What follows belongs to an exercise in optimizing a design on an open flow for small area; a production flow would make more cautious choices.
Where RTL was checked, it was by simulation tests only, not by an equivalence proof against the original.
Power is estimated from default activity; no workload was simulated.

the baseline:
==> module uButterfly, before the edit <==
module uButterfly #(
    parameter BITWIDTH = 8,
              BINPUT = 2
) (
    input wire iClk,
    input wire iRstN,
    input wire loadW,
    input wire iClr,
    input wire iReal0,
    input wire iImg0,
    input wire iReal1,
    input wire iImg1,
    input wire [BITWIDTH-1:0] iwReal,
    input wire [BITWIDTH-1:0] iwImg,
    output wire oReal0,
    output wire oImg0,
    output wire oReal1,
    output wire oImg1
);
    reg biZero;
    reg [7:0] wReal, wImg;                    
    reg wValid;
    reg [8:0] cntR0, cntR1, cntI0, cntI1;    
    reg [1:0] accScR, accScI, accReq, accIeq;
    reg accR, accI;                           
    reg outR0, outR1, outI0, outI1;
    wire [8:0] selR = iReal1 ? cntR1 : cntR0;
    wire [8:0] selI = iImg1 ? cntI1 : cntI0;
    wire [7:0] randR, randI;
    genvar j;
    generate
        for (j = 0; j < 8; j = j + 1) begin : g_rand
            assign randR[j] = selR[7-j] ^ selR[8-j];
            assign randI[j] = selI[7-j] ^ selI[8-j];
        end
    endgenerate
    wire mRR = (wValid & (wReal > randR)) ^ ~iReal1;    
    wire mRI = (wValid & (wImg  > randR)) ^ ~iReal1;    
    wire mIR = (wValid & (wReal > randI)) ^ ~iImg1;     
    wire mII = (wValid & (wImg  > randI)) ^ ~iImg1;     
    wire [1:0] sumScR = accScR[0] + iReal0 + biZero;
    wire [1:0] sumScI = accScI[0] + iImg0 + biZero;
    wire [1:0] sumReq = accReq[0] + mRR + !mII;
    wire [1:0] sumIeq = accIeq[0] + mRI + mIR;
    wire scR = accScR[1];
    wire scI = accScI[1];
    wire req = accReq[1];
    wire ieq = accIeq[1];
    function [8:0] step(input [8:0] c, input en, input clr);
        integer i;
        reg t;
        begin
            t = en;
            for (i = 0; i < 9; i = i + 1) begin
                step[i] = ~clr & (c[i] ^ t);
                t = t & c[i];
            end
        end
    endfunction
    wire [8:0] nxtR0 = step(cntR0, ~iReal1, iClr);
    wire [8:0] nxtR1 = step(cntR1, iReal1, iClr);
    wire [8:0] nxtI0 = step(cntI0, ~iImg1, iClr);
    wire [8:0] nxtI1 = step(cntI1, iImg1, iClr);
    always @(posedge iClk) begin
        if (loadW) begin
            wReal <= iwReal;
            wImg <= iwImg;
        end
    end
    always @(posedge iClk or negedge iRstN) begin
        if (~iRstN) begin
            biZero <= 1'b0;
            wValid <= 1'b0;
            cntR0 <= 9'd0;
            cntR1 <= 9'd0;
            cntI0 <= 9'd0;
            cntI1 <= 9'd0;
            accScR <= 2'd0;
            accScI <= 2'd0;
            accReq <= 2'd0;
            accIeq <= 2'd0;
            accR <= 1'b0;
            accI <= 1'b0;
            outR0 <= 1'b0;
            outR1 <= 1'b0;
            outI0 <= 1'b0;
            outI1 <= 1'b0;
        end else begin
            biZero <= ~biZero;
            if (loadW) wValid <= 1'b1;
            cntR0 <= nxtR0;
            cntR1 <= nxtR1;
            cntI0 <= nxtI0;
            cntI1 <= nxtI1;
            accScR <= sumScR;
            accScI <= sumScI;
            accReq <= sumReq;
            accIeq <= sumIeq;
            accR <= accR ^ scR ^ req;
            accI <= accI ^ scI ^ ieq;
            outR0 <= (scR & req) | (scR & accR) | (req & accR);
            outR1 <= (scR & !req) | (scR & (accR ^ biZero)) | (!req & (accR ^ biZero));
            outI0 <= (scI & ieq) | (scI & accI) | (ieq & accI);
            outI1 <= (scI & !ieq) | (scI & (accI ^ biZero)) | (!ieq & (accI ^ biZero));
        end
    end
    assign oReal0 = outR0;
    assign oReal1 = outR1;
    assign oImg0 = outI0;
    assign oImg1 = outI1;
endmodule
Settings: LEC_CHECK=0, CAP_MARGIN=0, CORE_MARGIN=2, CORE_UTILIZATION=60, GPL_TIMING_DRIVEN=0, SLEW_MARGIN=0; clock period 5.0 ns.
standard.sh (not shown) runs the stock make flow with config.mk's settings and CLKGATE_MAP_FILE= SYNTH_SCRIPT=/design/flow/synth_recipe.tcl, a recipe that flattens the netlist after the stock synthesis.
==> flow/flow/run.sh <==
#!/bin/bash
# Layout flow: the standard ORFS flow with changes that only affect cell area:
#  - synthesis is synth_recipe.tcl, except that ABC maps the netlist once with each script
#    flow/a*.abc (area-oriented: deepsyn with a few seeds, then amap) and the smallest
#    mapping is kept (flow/synth.tcl); no half/full-adder cells (ADDER_MAP_FILE empty);
#  - ports are buffered with sky130_fd_sc_hd__buf_1 instead of the default delay buffer,
#    the reset port with a buf_4 (flow/pre_resize.tcl);
#  - CTS uses clkbuf_4 and inserts no dummy loads.
# Each tool's output goes to the ORFS logs under orfs/logs/; make's own output to make.log.
set -euo pipefail
W=$(pwd)
RESULTS=$W/orfs/results/$FLOW_PLATFORM/uButterfly/base
export MY_ABC_SCRIPTS="$(ls $W/flow/a*.abc | tr "\n" " ")"
make -C "$FLOW_HOME" DESIGN_CONFIG="$W/config.mk" WORK_HOME="$W/orfs" CLKGATE_MAP_FILE= \
  SYNTH_SCRIPT="$W/flow/synth.tcl" ADDER_MAP_FILE= \
  PRE_RESIZE_TCL="$W/flow/pre_resize.tcl" \
  BUFFER_PORTS_ARGS="-buffer_cell sky130_fd_sc_hd__buf_1" \
  CTS_ARGS="-sink_clustering_enable -sink_clustering_size 70 -sink_clustering_max_diameter 500 -repair_clock_nets -dont_use_dummy_load -buf_list {sky130_fd_sc_hd__clkbuf_4}" \
  finish > "$W/make.log" 2>&1
: # left out here: write the final layout as DEF
Other scripts of this flow, unchanged in this note and not shown: flow/flow/a0.abc, flow/flow/a1.abc, flow/flow/a2.abc, flow/flow/a3.abc, flow/flow/pre_resize.tcl, flow/flow/synth.tcl
Setup changes, the baseline to the candidate
-- flow/design.v --
<<< the baseline, line 21
    reg [7:0] wReal, wImg;                    
    reg wValid;
    reg [8:0] cntR0, cntR1, cntI0, cntI1;    
    reg [1:0] accScR, accScI, accReq, accIeq;
>>> the candidate, line 21
    reg [7:0] wReal, wImg;                    
    reg wValid;
    reg cntValid;
    reg [8:0] cntR0, cntR1, cntI0, cntI1;    
    reg [1:0] accScR, accScI, accReq, accIeq;
<<< the baseline, line 47
    wire req = accReq[1];
    wire ieq = accIeq[1];
    function [8:0] step(input [8:0] c, input en, input clr);
        integer i;
        reg t;
>>> the candidate, line 48
    wire req = accReq[1];
    wire ieq = accIeq[1];
    function [8:0] step(input [8:0] c, input en, input clr, input v);
        integer i;
        reg t;
<<< the baseline, line 53
            t = en;
            for (i = 0; i < 9; i = i + 1) begin
                step[i] = ~clr & (c[i] ^ t);
                t = t & c[i];
            end
        end
    endfunction
    wire [8:0] nxtR0 = step(cntR0, ~iReal1, iClr);
    wire [8:0] nxtR1 = step(cntR1, iReal1, iClr);
    wire [8:0] nxtI0 = step(cntI0, ~iImg1, iClr);
    wire [8:0] nxtI1 = step(cntI1, iImg1, iClr);
    always @(posedge iClk) begin
        if (loadW) begin
            wReal <= iwReal;
>>> the candidate, line 54
            t = en;
            for (i = 0; i < 9; i = i + 1) begin
                step[i] = ~clr & ((v & c[i]) ^ t);
                t = t & v & c[i];
            end
        end
    endfunction
    wire [8:0] nxtR0 = step(cntR0, ~iReal1, iClr, cntValid);
    wire [8:0] nxtR1 = step(cntR1, iReal1, iClr, cntValid);
    wire [8:0] nxtI0 = step(cntI0, ~iImg1, iClr, cntValid);
    wire [8:0] nxtI1 = step(cntI1, iImg1, iClr, cntValid);
    always @(posedge iClk) begin
        cntR0 <= nxtR0;
        cntR1 <= nxtR1;
        cntI0 <= nxtI0;
        cntI1 <= nxtI1;
        if (loadW) begin
            wReal <= iwReal;
<<< the baseline, line 72
            biZero <= 1'b0;
            wValid <= 1'b0;
            cntR0 <= 9'd0;
            cntR1 <= 9'd0;
            cntI0 <= 9'd0;
            cntI1 <= 9'd0;
            accScR <= 2'd0;
            accScI <= 2'd0;
>>> the candidate, line 77
            biZero <= 1'b0;
            wValid <= 1'b0;
            cntValid <= 1'b0;
            accScR <= 2'd0;
            accScI <= 2'd0;
<<< the baseline, line 89
            biZero <= ~biZero;
            if (loadW) wValid <= 1'b1;
            cntR0 <= nxtR0;
            cntR1 <= nxtR1;
            cntI0 <= nxtI0;
            cntI1 <= nxtI1;
            accScR <= sumScR;
            accScI <= sumScI;
>>> the candidate, line 91
            biZero <= ~biZero;
            if (loadW) wValid <= 1'b1;
            cntValid <= 1'b1;
            accScR <= sumScR;
            accScI <= sumScI;
### Flow results
- In the candidate the area of all placed cells without fillers turned out 80 um2 lower than in the baseline.
- Diff the candidate..the baseline | number of enable flip-flop cells after synthesis | unchanged
- The candidate and the baseline ended up with roughly the same fraction of area in clock buffers and inverters.
- Taking the baseline as the reference, in the candidate number of ordinary inverters in the final layout now larger, via count now larger, standby leakage power now smaller.
- Final period utilization delta for the candidate relative to the baseline: 8.7 points lower
- For the baseline and the candidate, there was not a single run that failed to finish clean.
- Taking the baseline as the reference point, the critical path depth of the candidate rises by 1.
- The worst setup slack number comes out higher for the candidate vs the baseline.
- Compared with the baseline, the candidate shows a area after synthesis that is 80 um2 lower.
No functional check of the RTL was part of the baseline.


The RTL this note starts from:
==> flow/design.v <==
module uButterfly #(
    parameter BITWIDTH = 8,
              BINPUT = 2
) (
    input wire iClk,
    input wire iRstN,
    input wire loadW,
    input wire iClr,
    input wire iReal0,
    input wire iImg0,
    input wire iReal1,
    input wire iImg1,
    input wire [BITWIDTH-1:0] iwReal,
    input wire [BITWIDTH-1:0] iwImg,
    output wire oReal0,
    output wire oImg0,
    output wire oReal1,
    output wire oImg1
);
    reg biZero;
    reg [7:0] wReal, wImg;                    
    reg wValid;
    reg cntValid;
    reg [8:0] cntR0, cntR1, cntI0, cntI1;    
    reg [1:0] accScR, accScI, accReq, accIeq;
    reg accR, accI;                           
    reg outR0, outR1, outI0, outI1;
    wire [8:0] selR = iReal1 ? cntR1 : cntR0;
    wire [8:0] selI = iImg1 ? cntI1 : cntI0;
    wire [7:0] randR, randI;
    genvar j;
    generate
        for (j = 0; j < 8; j = j + 1) begin : g_rand
            assign randR[j] = selR[7-j] ^ selR[8-j];
            assign randI[j] = selI[7-j] ^ selI[8-j];
        end
    endgenerate
    wire mRR = (wValid & (wReal > randR)) ^ ~iReal1;    
    wire mRI = (wValid & (wImg  > randR)) ^ ~iReal1;    
    wire mIR = (wValid & (wReal > randI)) ^ ~iImg1;     
    wire mII = (wValid & (wImg  > randI)) ^ ~iImg1;     
    wire [1:0] sumScR = accScR[0] + iReal0 + biZero;
    wire [1:0] sumScI = accScI[0] + iImg0 + biZero;
    wire [1:0] sumReq = accReq[0] + mRR + !mII;
    wire [1:0] sumIeq = accIeq[0] + mRI + mIR;
    wire scR = accScR[1];
    wire scI = accScI[1];
    wire req = accReq[1];
    wire ieq = accIeq[1];
    function [8:0] step(input [8:0] c, input en, input clr, input v);
        integer i;
        reg t;
        begin
            t = en;
            for (i = 0; i < 9; i = i + 1) begin
                step[i] = ~clr & ((v & c[i]) ^ t);
                t = t & v & c[i];
            end
        end
    endfunction
    wire [8:0] nxtR0 = step(cntR0, ~iReal1, iClr, cntValid);
    wire [8:0] nxtR1 = step(cntR1, iReal1, iClr, cntValid);
    wire [8:0] nxtI0 = step(cntI0, ~iImg1, iClr, cntValid);
    wire [8:0] nxtI1 = step(cntI1, iImg1, iClr, cntValid);
    always @(posedge iClk) begin
        cntR0 <= nxtR0;
        cntR1 <= nxtR1;
        cntI0 <= nxtI0;
        cntI1 <= nxtI1;
        if (loadW) begin
            wReal <= iwReal;
            wImg <= iwImg;
        end
    end
    always @(posedge iClk or negedge iRstN) begin
        if (~iRstN) begin
            biZero <= 1'b0;
            wValid <= 1'b0;
            cntValid <= 1'b0;
            accScR <= 2'd0;
            accScI <= 2'd0;
            accReq <= 2'd0;
            accIeq <= 2'd0;
            accR <= 1'b0;
            accI <= 1'b0;
            outR0 <= 1'b0;
            outR1 <= 1'b0;
            outI0 <= 1'b0;
            outI1 <= 1'b0;
        end else begin
            biZero <= ~biZero;
            if (loadW) wValid <= 1'b1;
            cntValid <= 1'b1;
            accScR <= sumScR;
            accScI <= sumScI;
            accReq <= sumReq;
            accIeq <= sumIeq;
            accR <= accR ^ scR ^ req;
            accI <= accI ^ scI ^ ieq;
            outR0 <= (scR & req) | (scR & accR) | (req & accR);
            outR1 <= (scR & !req) | (scR & (accR ^ biZero)) | (!req & (accR ^ biZero));
            outI0 <= (scI & ieq) | (scI & accI) | (ieq & accI);
            outI1 <= (scI & !ieq) | (scI & (accI ^ biZero)) | (!ieq & (accI ^ biZero));
        end
    end
    assign oReal0 = outR0;
    assign oReal1 = outR1;
    assign oImg0 = outI0;
    assign oImg1 = outI1;
endmodule
Settings: LEC_CHECK=0, CAP_MARGIN=0, CORE_MARGIN=2, CORE_UTILIZATION=60, GPL_TIMING_DRIVEN=0, SLEW_MARGIN=0; clock period 5.0 ns.
==> flow/flow/a0.abc <==
strash
dc2
dch -f
amap
==> flow/flow/a2.abc <==
strash
&get -n
&deepsyn -T 60 -S 0
&put
dch -f
amap -F 50 -A 50
==> flow/flow/a3.abc <==
strash
&get -n
&deepsyn -T 60 -S 6
&put
dch -f
amap -F 50 -A 50
==> flow/flow/a_s11.abc <==
strash
&get -n
&deepsyn -T 60 -S 11
&put
dch -f
amap -F 50 -A 50
==> flow/flow/a_s8.abc <==
strash
&get -n
&deepsyn -T 60 -S 8
&put
dch -f
amap -F 50 -A 50
==> flow/flow/pre_resize.tcl <==
# The reset port's buffer drives the reset pin of every flip-flop. Give it a buf_4, whose
# max capacitance covers that load, so repair_design adds no extra buffer to the net.
set rst_net [[[ord::get_db_block] findBTerm iRstN] getNet]
foreach iterm [$rst_net getITerms] {
  if {[$iterm isInputSignal]} {
    set inst [get_cells [[$iterm getInst] getName]]
    puts "pre_resize: [get_full_name $inst] ([get_property $inst ref_name]) -> sky130_fd_sc_hd__buf_4"
    replace_cell $inst sky130_fd_sc_hd__buf_4
  }
}
==> flow/flow/synth.tcl <==
# The standard synthesis script (synth_recipe.tcl), except for ABC: each ABC script in
# MY_ABC_SCRIPTS maps the same netlist, and the mapping with the smallest cell area is kept.
# Every candidate's area goes to the synthesis log.
proc synth {args} { yosys synth -nofsm -noshare {*}$args }
proc abc {args} {
  set i [lsearch -exact $args -script]
  set lib [lindex $args [expr {[lsearch -exact $args -liberty] + 1}]]
  if {$i < 0 || ![info exists ::env(MY_ABC_SCRIPTS)]} {
    yosys abc {*}$args
    return
  }
  yosys design -save my_pre_abc
  set best ""
  set best_area 1e18
  set k 0
  foreach script $::env(MY_ABC_SCRIPTS) {
    yosys design -load my_pre_abc
    lset args [expr {$i + 1}] $script
    if {[catch {yosys abc {*}$args} err]} {
      puts "MY_ABC candidate $k [file tail $script]: failed: $err"
      incr k
      continue
    }
    yosys tee -q -o $::env(OBJECTS_DIR)/my_abc_stat_$k.txt stat -liberty $lib
    set f [open $::env(OBJECTS_DIR)/my_abc_stat_$k.txt]
    set text [read $f]
    close $f
    regexp {Chip area for module[^:]*: *([0-9.]+)} $text -> area
    puts "MY_ABC candidate $k [file tail $script]: area $area"
    if {$area < $best_area} {
      set best_area $area
      set best $k
    }
    yosys design -save my_abc_$k
    incr k
  }
  if {$best eq ""} { error "MY_ABC: every ABC candidate failed" }
  puts "MY_ABC best candidate $best: area $best_area"
  yosys design -load my_abc_$best
}
source $::env(SCRIPTS_DIR)/synth.tcl
# left out here: clear keep_hierarchy, flatten, clean up, hide names made inside functions, write 1_2_yosys.v
Scripts as last shown in full above: flow/flow/run.sh
==> next run, changes <==
--- a/flow/design.v
+++ b/flow/design.v
@@ -18,11 +18,18 @@
     output wire oImg1
 );
-    reg biZero;
+    reg biZero;                               
     reg [7:0] wReal, wImg;                    
     reg wValid;
     reg cntValid;
     reg [8:0] cntR0, cntR1, cntI0, cntI1;    
-    reg [1:0] accScR, accScI, accReq, accIeq;
+    reg [1:0] accScR, accScI, accReq, accIeq;  
     reg accR, accI;                           
+    wire bz = cntValid & biZero;
+    wire [1:0] aScR = {2{cntValid}} & accScR;
+    wire [1:0] aScI = {2{cntValid}} & accScI;
+    wire [1:0] aReq = {2{cntValid}} & accReq;
+    wire [1:0] aIeq = {2{cntValid}} & accIeq;
+    wire aR = cntValid & accR;
+    wire aI = cntValid & accI;
     reg outR0, outR1, outI0, outI1;
     wire [8:0] selR = iReal1 ? cntR1 : cntR0;
@@ -40,12 +47,12 @@
     wire mIR = (wValid & (wReal > randI)) ^ ~iImg1;     
     wire mII = (wValid & (wImg  > randI)) ^ ~iImg1;     
-    wire [1:0] sumScR = accScR[0] + iReal0 + biZero;
-    wire [1:0] sumScI = accScI[0] + iImg0 + biZero;
-    wire [1:0] sumReq = accReq[0] + mRR + !mII;
-    wire [1:0] sumIeq = accIeq[0] + mRI + mIR;
-    wire scR = accScR[1];
-    wire scI = accScI[1];
-    wire req = accReq[1];
-    wire ieq = accIeq[1];
+    wire [1:0] sumScR = aScR[0] + iReal0 + bz;
+    wire [1:0] sumScI = aScI[0] + iImg0 + bz;
+    wire [1:0] sumReq = aReq[0] + mRR + !mII;
+    wire [1:0] sumIeq = aIeq[0] + mRI + mIR;
+    wire scR = aScR[1];
+    wire scI = aScI[1];
+    wire req = aReq[1];
+    wire ieq = aIeq[1];
     function [8:0] step(input [8:0] c, input en, input clr, input v);
         integer i;
@@ -64,4 +71,11 @@
     wire [8:0] nxtI1 = step(cntI1, iImg1, iClr, cntValid);
     always @(posedge iClk) begin
+        biZero <= ~bz;
+        accScR <= sumScR;
+        accScI <= sumScI;
+        accReq <= sumReq;
+        accIeq <= sumIeq;
+        accR <= aR ^ scR ^ req;
+        accI <= aI ^ scI ^ ieq;
         cntR0 <= nxtR0;
         cntR1 <= nxtR1;
@@ -75,13 +89,6 @@
     always @(posedge iClk or negedge iRstN) begin
         if (~iRstN) begin
-            biZero <= 1'b0;
             wValid <= 1'b0;
             cntValid <= 1'b0;
-            accScR <= 2'd0;
-            accScI <= 2'd0;
-            accReq <= 2'd0;
-            accIeq <= 2'd0;
-            accR <= 1'b0;
-            accI <= 1'b0;
             outR0 <= 1'b0;
             outR1 <= 1'b0;
@@ -89,17 +96,10 @@
             outI1 <= 1'b0;
         end else begin
-            biZero <= ~biZero;
             if (loadW) wValid <= 1'b1;
             cntValid <= 1'b1;
-            accScR <= sumScR;
-            accScI <= sumScI;
-            accReq <= sumReq;
-            accIeq <= sumIeq;
-            accR <= accR ^ scR ^ req;
-            accI <= accI ^ scI ^ ieq;
-            outR0 <= (scR & req) | (scR & accR) | (req & accR);
-            outR1 <= (scR & !req) | (scR & (accR ^ biZero)) | (!req & (accR ^ biZero));
-            outI0 <= (scI & ieq) | (scI & accI) | (ieq & accI);
-            outI1 <= (scI & !ieq) | (scI & (accI ^ biZero)) | (!ieq & (accI ^ biZero));
+            outR0 <= (scR & req) | (scR & aR) | (req & aR);
+            outR1 <= (scR & !req) | (scR & (aR ^ bz)) | (!req & (aR ^ bz));
+            outI0 <= (scI & ieq) | (scI & aI) | (ieq & aI);
+            outI1 <= (scI & !ieq) | (scI & (aI ^ bz)) | (!ieq & (aI ^ bz));
         end
     end
Result: Setup slack gains 48 ps; sequential share of layout area went down by 1.4 points; global-route usage is lower by 0.28 points; non-clock buffer count is unchanged; fmax increases by 1.1%; final cell count rose by 2.2%; count of clock-buffer cells in the layout does not change; area after synthesis fell by 0.41%; final area drops by 0.49%; first-iteration DRC count grows by 16%.

afterwards: timing with drivers on the ports:
No port has a modelled driver above. Below, the same layouts with a new extraction and two added sets of constraints.
Step 1, drivers: a clkbuf_16 drives iClk and a buf_2 each remaining input, both assumed.
Step 2 times the ports against the registers' clock, not the clock port: input delays grow and output delays shrink by t, the midpoint of the rising clock arrivals with the driver on.
Slacks: ideal ports / drivers / drivers and shift; pairs: ideal ports / drivers.
run	t (ns)	slack for setup (ns)	hold slack, ns	worst setup path after step 2	worst data-port slew with drivers (ns)
the baseline	0.413	0.663 / 0.664 / 0.251	0.472 / 0.472 / 0.472	input to register	0.03
the candidate	0.413	1.096 / 1.085 / 0.672	0.445 / 0.449 / 0.472	input to register	0.03
the first run of note 2	0.420	0.735 / 0.740 / 0.320	0.432 / 0.428 / 0.460	input to register	0.03
the second run of note 2	0.407	0.783 / 0.784 / 0.377	0.395 / 0.396 / 0.472	input to register	0.03
After both steps every run listed still meets setup and hold. The setup slack of the candidate, which loses most, moves by -0.011 ns with the drivers and by -0.424 ns with both steps.
